This is an optimization exercise on Yosys and OpenROAD, whose aim is small area and a short achievable clock period, not a production implementation.
Only simulation tests tie the RTL to the original design; equivalence was not proved.
Power figures rest on the tool's default switching activity, not on a simulated workload.

==> run a <==
==> flow/design.v (excerpt) <==
module IntegratedSystem (A, B, C, clk);
input clk;
input [15:0] A;
input [15:0] B;
output [30:0] C;
reg [30:0] C;
reg [15:0] r1_a;
reg [7:0] r1_one, r1_two, r1_neg;
wire [16:0] bx = {B, 1'b0};
wire [7:0] e_one, e_two, e_neg;
genvar g;
generate for (g = 0; g < 8; g = g + 1) begin : enc
  assign e_one[g] = bx[2*g+1] ^ bx[2*g];
  assign e_two[g] = (bx[2*g+2] & ~bx[2*g+1] & ~bx[2*g]) | (~bx[2*g+2] & bx[2*g+1] & bx[2*g]);
  assign e_neg[g] = bx[2*g+2];
end endgenerate
always @(posedge clk) begin
    r1_a <= A;
    r1_one <= e_one;
    r1_two <= e_two;
    r1_neg <= e_neg;
end
reg [71:0] r2;
wire pp_1;
wire pp_2;
wire pp_3;
wire pp_4;
wire pp_5;
wire pp_6;
wire pp_7;
wire pp_8;
wire pp_9;
wire pp_10;
wire pp_11;
wire pp_12;
wire pp_13;
wire pp_14;
wire pp_15;
wire pp_16;
wire pp_17;
wire pp_18;
wire pp_19;
wire pp_20;
wire pp_21;
wire pp_22;
wire pp_23;
wire pp_24;
wire pp_25;
wire pp_26;
wire pp_27;
wire pp_28;
wire pp_29;
wire pp_30;
wire pp_31;
wire pp_32;
wire pp_33;
wire pp_34;
wire pp_35;
wire pp_36;
wire pp_37;
wire pp_38;
wire pp_39;
wire pp_40;
wire pp_41;
wire pp_42;
wire pp_43;
wire pp_44;
wire pp_45;
wire pp_46;
wire pp_47;
wire pp_48;
wire pp_49;
wire pp_50;
wire pp_51;
wire pp_52;
wire pp_53;
wire pp_54;
wire pp_55;
wire pp_56;
wire pp_57;
wire pp_58;
wire pp_59;
wire pp_60;
wire pp_61;
wire pp_62;
wire pp_63;
wire pp_64;
wire pp_65;
wire pp_66;
wire pp_67;
wire pp_68;
wire pp_69;
wire pp_70;
wire pp_71;
wire pp_72;
wire pp_73;
wire pp_74;
wire pp_75;
wire pp_76;
wire pp_77;
wire pp_78;
wire pp_79;
wire pp_80;
wire pp_81;
wire pp_82;
wire pp_83;
wire pp_84;
  ...
export LEC_CHECK = 0
export CAP_MARGIN = 20
export CORE_MARGIN = 2
export CORE_UTILIZATION = 40
export CTS_BUF_LIST = sky130_fd_sc_hd__clkbuf_8
export CTS_CLUSTER_SIZE = 30
export SETUP_SLACK_MARGIN = 4.1
export SLEW_MARGIN = 20
create_clock -name core_clock -period 6.5 [get_ports {clk}]
standard.sh (not shown) runs the stock make flow with config.mk's settings and CLKGATE_MAP_FILE= SYNTH_SCRIPT=/design/flow/synth_recipe.tcl, a recipe that flattens the netlist after the stock synthesis.
==> flow/flow/run.sh <==
#!/bin/bash
# Layout flow: the standard flow (standard.sh) with these changes.
#  1. Plain buffers (buf_1) instead of the default delay cells on the ports.
#  2. After the standard synthesis, the netlist is replaced by a gate-level
#     netlist that flow/gen.py writes from the same structure as the RTL
#     (same registers, same names and cell type; the combinational logic is
#     mapped by hand: full adders in one polarity, no stray inverters,
#     a Sklansky adder in alternating AOI/OAI cells).  If the register lists
#     differ, the standard netlist is kept (with fixpol.py's inverter cleanup).
set -e
export BUFFER_PORTS_ARGS="-buffer_cell sky130_fd_sc_hd__buf_1"
WH=$(grep -o 'WORK_HOME=[^ ]*' standard.sh | head -1 | cut -d= -f2)
R=$WH/results/sky130hd/IntegratedSystem/base
bash standard.sh $R/1_2_yosys.v > synth.log 2>&1
cp $R/1_2_yosys.v standard_synth.v
python3 flow/gen.py $(cat flow/gen_args.txt) -o gen_rtl.v --netlist gen_netlist.v > gen.log 2>&1
grep -o '\\[^ ]*\$_DFF_P_' standard_synth.v | sort > regs_standard.txt
grep -o '\\[^ ]*\$_DFF_P_' gen_netlist.v | sort > regs_gen.txt
strip() { grep -v '^\s*//' "$1" | sed 's://.*$::' | grep -v '^\s*$'; }
if cmp -s regs_standard.txt regs_gen.txt && cmp -s <(strip gen_rtl.v) <(strip design.v); then
  echo "using the generated netlist" > netlist_choice.log
  cp gen_netlist.v $R/1_2_yosys.v
else
  echo "using the standard netlist with fixpol" > netlist_choice.log
  python3 flow/fixpol.py $R/1_2_yosys.v > fixpol.log 2>&1
fi
bash standard.sh > standard.log 2>&1
Other scripts of this flow, unchanged in this note and not shown: flow/flow/fixpol.py, flow/flow/gen.py, flow/flow/gen_args.txt
==> run b (differences from run a) <==
Settings changed: SETUP_SLACK_MARGIN 4.1 to 4.0.
==> comparison <==
Sequential cell count is the same in run a and run b. Die area is the same in run b and run a. Between run a and run b, the lower hold slack is in run b (gap 0.00059 ns). Against run a, the non-clock buffer count of run b is lower by 36. Cell count: run a is larger than run b (about 3%). Clock skew: run a is lower than run b (0.0043 ns). Of run b and run a, run a has the higher total power (gap 6.1%, measured against run a). Between run b and run a, the lower register-to-register slack is in run b (gap 0.08 ns).

-- re-timing with driven ports --
In the flow no input, the clock included, has a driving cell. The finished layouts below were timed again as built, in two steps.
Step 1 (the two cells are an assumption about what drives the block):
set clk [get_ports {clk}]
set_driving_cell -lib_cell sky130_fd_sc_hd__clkbuf_16 $clk
set_driving_cell -lib_cell sky130_fd_sc_hd__buf_2 [delete_from_list [all_inputs] $clk]
Step 2 adds t to the input delays and takes it off the output delays; t is the mean of the earliest and latest rising clock arrival at the registers after step 1. Input paths then give back, and output paths get back, about the clock's delay inside the block.
a / b / c = ideal / step 1 / step 2; a / b = the first two.
| run | t, ns | setup slack, ns | slew at the worst register clock pin (ns) |
|---|---|---|---|
| run a | 0.502 | 4.156 / 4.156 / 4.156 | 0.08 / 0.08 |
| run b | 0.483 | 4.078 / 4.078 / 4.078 | 0.09 / 0.09 |
After both steps every run listed still meets setup and hold.
